This is an optimization exercise on Yosys and OpenROAD, whose aim is small area, a short achievable clock period and few clock cycles, not a production implementation. Only the layout flow was run in this run; the RTL was not checked for function there. Power is estimated from default activity; no workload was simulated.

File: flow/design.v
`default_nettype none
module my_chip (
    input  logic [11:0] io_in,
    output logic [11:0] io_out,
    input  logic clock,
    input  logic reset
);
    localparam [11:0] BUBBLE = 12'h300;  
    logic [11:0] cmd;         
    logic [9:0]  rpc;         
    logic [11:0] xi;          
    logic [11:0] xa, xb;      
    logic        zf, pf;      
    logic [11:0] rf [0:15];   
    assign io_out = cmd;
    logic x_add, x_sub, x_and, x_or, x_xor, x_shl, x_shr, x_sra, x_not, x_li;
    logic x_we, x_fwe;
    wire [3:0] xop = xi[11:8];
    wire [3:0] xrd = xi[7:4];
    wire x_load  = (xop == 4'b0001);
    wire x_jump  = (xop == 4'b0010);
    wire x_store = (xop[3:1] == 3'b011);
    wire x_halt  = (xop == 4'b0000);
    logic [11:0] xa_rev, sh_in, sh_out, sh_rev;
    always_comb begin
        for (int i = 0; i < 12; i++) xa_rev[i] = xa[11 - i];
    end
    assign sh_in = x_shl ? xa_rev : xa;
    wire sh_fill = x_sra & xa[11];
    wire big = |xb[11:4] | (xb[3:0] >= 4'd12);
    wire [23:0] sh_w = {{12{sh_fill}}, sh_in} >> xb[3:0];
    always_comb begin
        sh_out = sh_w[11:0];
        if (big) sh_out = {12{sh_fill}};
        for (int i = 0; i < 12; i++) sh_rev[i] = sh_out[11 - i];
    end
    wire [11:0] add_a = xa ^ {12{x_sub}};
    wire [11:0] sum = add_a + xb + {11'b0, x_sub};
    wire [11:0] res = ({12{x_add | x_sub}} & sum)
                    | ({12{x_and}} & (xa & xb))
                    | ({12{x_or}}  & (xa | xb))
                    | ({12{x_xor}} & (xa ^ xb))
                    | ({12{x_shl}} & sh_rev)
                    | ({12{x_shr}} & sh_out)
                    | ({12{x_not}} & ~xb)
                    | ({12{x_li}}  & {8'b0, xi[3:0]});
    wire [11:0] ab_x = xa ^ xb;
    wire z_as  = ((add_a ^ xb) == {add_a[10:0] | xb[10:0], x_sub});
    wire z_and = ((xa & xb) == 12'b0);
    wire z_or  = ((xa | xb) == 12'b0);
    wire z_xor = (ab_x == 12'b0);
    wire z_not = (xb == 12'hFFF);
    wire z_sh  = (sh_out == 12'b0);
    wire res_z = ((x_add | x_sub) & z_as) | (x_xor & z_xor) | (x_and & z_and)
               | (x_or & z_or) | (x_not & z_not) | ((x_shl | x_shr) & z_sh);
    wire res_p = ~res[11] & ~res_z;
    wire zn = x_fwe ? res_z : zf;
    wire pn = x_fwe ? res_p : pf;
    wire fetch = cmd[11] & ~cmd[10] & ~x_load & ~x_jump;
    wire [3:0] iop = io_in[11:8];
    wire [3:0] ird = io_in[7:4];
    wire [3:0] irs = io_in[3:0];
    wire i_load  = (iop == 4'b0001);
    wire i_store = (iop[3:1] == 3'b011);
    wire i_halt  = (iop == 4'b0000);
    wire i_jump  = (iop == 4'b0010);
    wire i_br    = (iop == 4'b0011);
    wire byp_a = x_we & (xrd == ird);
    wire byp_b = x_we & (xrd == irs);
    logic [11:0] ra, rb;
    always_comb begin
        ra = res & {12{byp_a}};
        rb = res & {12{byp_b}};
        for (int i = 0; i < 16; i++) begin
            ra = ra | (rf[i] & {12{~byp_a & (ird == i)}});
            rb = rb | (rf[i] & {12{~byp_b & (irs == i)}});
        end
    end
    wire cond = io_in[7] ? pn : zn;
    wire [9:0] fa  = cmd[9:0];
    wire [9:0] fa1 = fa + 10'd1;
    wire [9:0] br_t = fa1 + {{3{io_in[6]}}, io_in[6:0]};
    wire [9:0] jp_t = rpc + xa[9:0];
    wire f_ldst  = fetch & (i_load | i_store);
    wire f_br    = fetch & i_br;
    wire f_seq   = fetch & ~i_load & ~i_store & ~i_halt & ~i_br;
    wire n_hold  = ~fetch & x_halt;
    wire n_sdata = ~fetch & x_store & ~cmd[10];
    wire n_jump  = ~fetch & x_jump;
    wire n_rpc   = ~fetch & ~x_halt & ~(x_store & ~cmd[10]) & ~x_jump;
    wire [9:0] sdata = {3'b000, xop[0], (xop[0] ? xa[11:6] : xa[5:0])};
    logic [11:0] cmd_n;
    logic [9:0]  rpc_n;
    logic [11:0] xi_n;
    always_comb begin
        cmd_n[9:0] = ({10{f_ldst}} & rb[9:0])
                   | ({10{f_seq | (f_br & ~cond)}} & fa1)
                   | ({10{f_br & cond}} & br_t)
                   | ({10{n_hold}} & cmd[9:0])
                   | ({10{n_sdata}} & sdata)
                   | ({10{n_jump}} & jp_t)
                   | ({10{n_rpc}} & rpc);
        cmd_n[11] = (fetch & ~i_store) | (~fetch & ~n_sdata);
        cmd_n[10] = (fetch & i_halt) | n_hold | n_sdata;
        rpc_n = fetch ? fa1 : rpc;
        xi_n  = fetch ? io_in : (x_halt ? xi : BUBBLE);
    end
    always_ff @(posedge clock or posedge reset) begin
        if (reset) begin
            cmd <= {2'b10, 10'd0};
            rpc <= 10'd0;
            xi  <= BUBBLE;
            zf  <= 1'b0;
            pf  <= 1'b0;
        end else begin
            cmd <= cmd_n;
            rpc <= rpc_n;
            xi  <= xi_n;
            zf  <= zn;
            pf  <= pn;
        end
    end
    always_ff @(posedge clock) begin
        xa <= ra;
        xb <= rb;
    end
    wire [3:0] nop_ = xi_n[11:8];
    always_ff @(posedge clock or posedge reset) begin
        if (reset) begin
            {x_add, x_sub, x_and, x_or, x_xor, x_shl, x_shr, x_sra, x_not, x_li, x_we, x_fwe} <= '0;
        end else begin
            x_add <= (nop_ == 4'b1000);
            x_sub <= (nop_ == 4'b1001);
            x_and <= (nop_ == 4'b1010);
            x_or  <= (nop_ == 4'b1011);
            x_xor <= (nop_ == 4'b1100);
            x_shl <= (nop_ == 4'b1101);
            x_shr <= (nop_[3:1] == 3'b111);
            x_sra <= (nop_ == 4'b1111);
            x_not <= (nop_ == 4'b0101);
            x_li  <= (nop_ == 4'b0100);
            x_we  <= nop_[3] | (nop_[3:1] == 3'b010);
            x_fwe <= (nop_[3] | (nop_ == 4'b0101)) & (xi_n != 12'hB11);
        end
    end
    wire rf_we = x_we | x_load;
    wire [11:0] rf_wd = x_load ? io_in : res;
    always_ff @(posedge clock or posedge reset) begin
        if (reset) begin
            for (int i = 0; i < 16; i++) rf[i] <= 12'b0;
        end else if (rf_we) begin
            rf[xrd] <= rf_wd;
        end
    end
endmodule
`default_nettype wire
File: flow/constraint.sdc
create_clock -name core_clock -period 8.0 [get_ports {clock}]
set_input_delay 1.6000 -clock core_clock [delete_from_list [all_inputs] [get_ports {clock}]]
set_output_delay 1.6000 -clock core_clock [all_outputs]
set_load 0.01 [all_outputs]
File: flow/run.sh
#!/bin/bash
# synth_recipe.tcl (not shown) runs the flow's synth.tcl, then flattens the netlist and writes it again
# the make line also repeats each setting of config.mk as NAME=value (left out here)
make -C /OpenROAD-flow-scripts/flow DESIGN_CONFIG=/design/flow/config.mk WORK_HOME=/design/flow/orfs CLKGATE_MAP_FILE= SYNTH_SCRIPT=/design/flow/synth_recipe.tcl finish
File: flow/config.mk
export PLATFORM = sky130hd
export DESIGN_NAME = my_chip
export DESIGN_NICKNAME = my_chip
export VERILOG_FILES = /design/flow/design.v
export SDC_FILE = /design/flow/constraint.sdc
export NUM_CORES = 4
export LEC_CHECK = 0
export ABC_AREA = 1
export CAP_MARGIN = 20
export CORE_MARGIN = 2
export CORE_UTILIZATION = 40
export CTS_BUF_LIST = sky130_fd_sc_hd__clkbuf_4 sky130_fd_sc_hd__clkbuf_8
export CTS_CLUSTER_SIZE = 25
export SETUP_SLACK_MARGIN = 5.0
export SLEW_MARGIN = 20
export TNS_END_PERCENT = 0
==> summary.txt <==
[what timing repair did]
action,CTS,global route
endpoints found under the setup margin,255,247
setup buffers,60,14
cloned,4,2
hold endpoints to repair,0,0
gates resized for setup,284,107
pin swaps,68,37
[stage by stage]
stage	total power [µW]	worst slack [ps]	hold WS (ps)	cell area [µm²]
floorplan	4972	3255	444.5	16760
global route	9542	4621	512.1	20580
CTS	8647	4743	487.6	19960
global placement	6718	2636	469.0	17410
finish	9027	4675	484.1	20580
detailed placement	6740	2627	472.8	17410
[layout make-up]
type	instances	area (µm²)
sequential	264	6516
clock buffer	72	922.1
clock inverter	15	203.9
inverter	258	1082
tap	532	665.6
multi-input combinational	1733	10040
fill	4166	20530
timing repair buffer	112	1135
timing repair inverter	3	16.27
[per-layer routing]
| layer | wire, µm | vias to the layer above | GRT usage, % |
|---|---|---|---|
| met5 | 0 | - | 0 |
| met4 | 6083 | 0 | 23.77 |
| met3 | 5473 | 280 | 5.335 |
| met2 | 38100 | 882 | 61.13 |
| met1 | 31780 | 8587 | 45.14 |
| li1 | - | 7967 | - |
[worst min-delay path, cell delays in order (launching register included)]
cell and delay, ps:
sky130_fd_sc_hd__dfrtp_1 340, sky130_fd_sc_hd__nand2_1 50, sky130_fd_sc_hd__o21ai_0 60
[power by group]
group / total [µW] / internal [µW] / switching, µW
Combinational: 4680 / 1550 / 3130
Clock: 1510 / 899 / 608
Sequential: 2840 / 1970 / 875
[flip-flops by register name (all words and copies together), names as in the netlist, 10 cells and up]
register	flops
xa	12
cmd	12
rpc	10
xi	12
rf	192
xb	12
[layout by cell type, fill, tap and decap left out, types with 18 or more instances in the layout]
cell / Yosys / final
sky130_fd_sc_hd__inv_1: 224 / 208
sky130_fd_sc_hd__ha_1: 64 / 57
sky130_fd_sc_hd__nand2_1: 744 / 680
sky130_fd_sc_hd__nand2_4: 6 / 19
sky130_fd_sc_hd__nand4_1: 48 / 48
sky130_fd_sc_hd__o21ai_0: 274 / 261
sky130_fd_sc_hd__o22ai_1: 34 / 34
sky130_fd_sc_hd__xor2_1: 18 / 18
sky130_fd_sc_hd__clkbuf_8: 0 / 61
sky130_fd_sc_hd__nand3_1: 107 / 96
sky130_fd_sc_hd__inv_2: 30 / 24
sky130_fd_sc_hd__buf_4: 4 / 66
sky130_fd_sc_hd__nand2_2: 7 / 45
sky130_fd_sc_hd__nor2_1: 145 / 128
sky130_fd_sc_hd__o21ai_1: 23 / 24
sky130_fd_sc_hd__dfrtp_1: 237 / 233
sky130_fd_sc_hd__a21oi_1: 68 / 52
[logic make-up after synthesis]
group | count (synthesis) | synth area share, %
compound gates | 511 | 17.78
xor+xnor | 36 | 1.881
fa+ha+maj | 67 | 5.136
buf+inv | 339 | 8.152
flops | 264 | 38.72
simple gates | 1118 | 28.33
[path summary, 6_finish.rpt]
check / slack (ps) / startpoint / end / cells after the start
max: 4680 / io_in[4] / xa[5] / 13
min: 480 / rf[15][10] / rf[15][10] / 2
max reg2reg: 4790 / x_sub / rf[7][10] / 13
min reg2reg: 480 / rf[15][10] / rf[15][10] / 2
max in group asynchronous: 5410 / reset / x_shl / 3
min in group asynchronous: 1500 / reset / rf[14][7] / 2
==> reports/qor.yml <==
final_layout_size_suffix_gt1_share_pct: 18.80
grt_pass1_vias: 17230
postSynthNetCount: 2416
vdd_drop_max_mv: 0.2106
syn_area_um2: 16760
fin_cells: 2989
syn2layout_area_growth_pct: 22.78
starting_density_of_the_core_pct: 40.77
total_leakage_power_uw: 0.009673
timing.critical_path.slowest_cell_delay_ps: 280
core.rowCount: 74
place_hpwl_mm: 61.65
clk_latency_ps: 650
worstPathBufferInverterCount: 4
top_area_cell_type_share_of_the_netlist_area_pct: 35.38
cts_hold_bufs: 0
clk_path_buf_depth: 3
ys_warn_count: 2
hold_path.class: "flip-flop to flip-flop"
maximum_number_of_pins_on_one_net_before_global_route_repair: 105
routed-via-count: 17720
floorplan.core_area_um2: 41110
synth_area_leaders: "sky130_fd_sc_hd__dfrtp_1, sky130_fd_sc_hd__nand2_1, sky130_fd_sc_hd__o21ai_0, sky130_fd_sc_hd__inv_1, sky130_fd_sc_hd__ha_1"
ys_ff_latch: 264
synth_common_cells: "sky130_fd_sc_hd__nand2_1, sky130_fd_sc_hd__o21ai_0, sky130_fd_sc_hd__dfrtp_1, sky130_fd_sc_hd__inv_1, sky130_fd_sc_hd__nor2_1"
worstPathMaxFanout: 7
drt_wl_total_mm: 81.44
endpoint_kind_of_the_worst_setup_timing_path: "flip-flop"
root_buffer_selected_by_cts: "sky130_fd_sc_hd__clkbuf_8"
detail_route.first_pass.iterations: 8
cap_violations: 0
timing.final.hold_violations: 0
worst_clock_skew_ps: 37.68
asyncSetResetFlopFracSynth_pct: 90.91
syn_area_per_cell_um2: 7.178
synth_edf_count: 0
layout.nets: 2501
cts-buffers-inserted: 48
timing_max_transition_violations_final: 0
chipWidth_um: 208.7
crit_path_cell_trace: "buf_4, inv_2, nor2_1, nor3_1, nand2_1, nor3_4, bufinv_8, nand2_8, clkinvlp_4, nand2_1, nand4_1, nor2_1, nand4_1"
io_buffer_count: 25
setup_repair_after_global_routing_missed_its_margin: "true"
antenna_cells_inserted: 0
power.density_nw_per_um2: 438.6
critPathTopFamily: "simple AND/OR/NAND/NOR gates"
cts.htree.levels: 2
overflow: 0
cp-start-kind: "input pin"
place_congestion: 1.071
setup-violations-final: 0
slew_headroom_pct: 40.41
first_iter_violations: 1773
layout_worst_path_cycle_share_pct: 41.56
timing.fmax_ghz: 0.3008
routed_wire_length_per_instance_um: 27.25
count_leader_synth: "sky130_fd_sc_hd__nand2_1"
timing.critical_path.slowest_stage_cell: "sky130_fd_sc_hd__bufinv_8"
detail-route-antenna-nets: 0
final_period_minus_worst_setup_slack_ps: 3325
required_ps: 8470
clk_transition_reported_paths_ps: 60
outcome: "timing/DRC/antenna clean"
grt_pass1_wl_mm: 117.0
worst-slew-pin-transition_ps: 892.0
ios: 26
seq_area_frac_synth_pct: 38.72
tritoncts_clock_tree: "yes"
clock_sinks: 264
synth_largest_area_cell: "sky130_fd_sc_hd__dfrtp_1"
criticalPathCategory: "input pin to flip-flop"
floorplan.die_area_um2: 43560
yosysUniqueCellTypes: 63
fin_setup_tns_ps: 0
routed_via_density: 5.927
antenna_violations_before_repair: 2
synth_flop_cell: "sky130_fd_sc_hd__dfrtp_1"
post-place-cells: 2822
netlist_instances: 2335
die_height_um: 208.7
cp_data_arrival_time_ps: 3790
drc: 0
layout.core_utilization_pct: 50.06
grtUsageTotal_pct: 36.90

## afterwards: timing with drivers on the ports
The results above use ideal ports. As a check the final layout listed here was re-extracted and re-timed, cells and wires unchanged. Step 1, drivers: a clkbuf_16 drives clock and a buf_2 each remaining input, both assumed. Step 2 times the ports against the registers' clock, not the clock port: input delays grow and output delays shrink by t, the midpoint of the rising clock arrivals with the driver on. Three values: no drivers, after step 1, after step 2; two values: the first two.
t, ns: 0.685
slack for setup (ns): 4.675 / 4.707 / 4.022
worst setup path after step 2: input to register
worst data-port slew with drivers (ns): 0.09
After both steps setup and hold are still met in this run. The setup slack of this run moves by +0.032 ns with the drivers and by -0.653 ns with both steps.
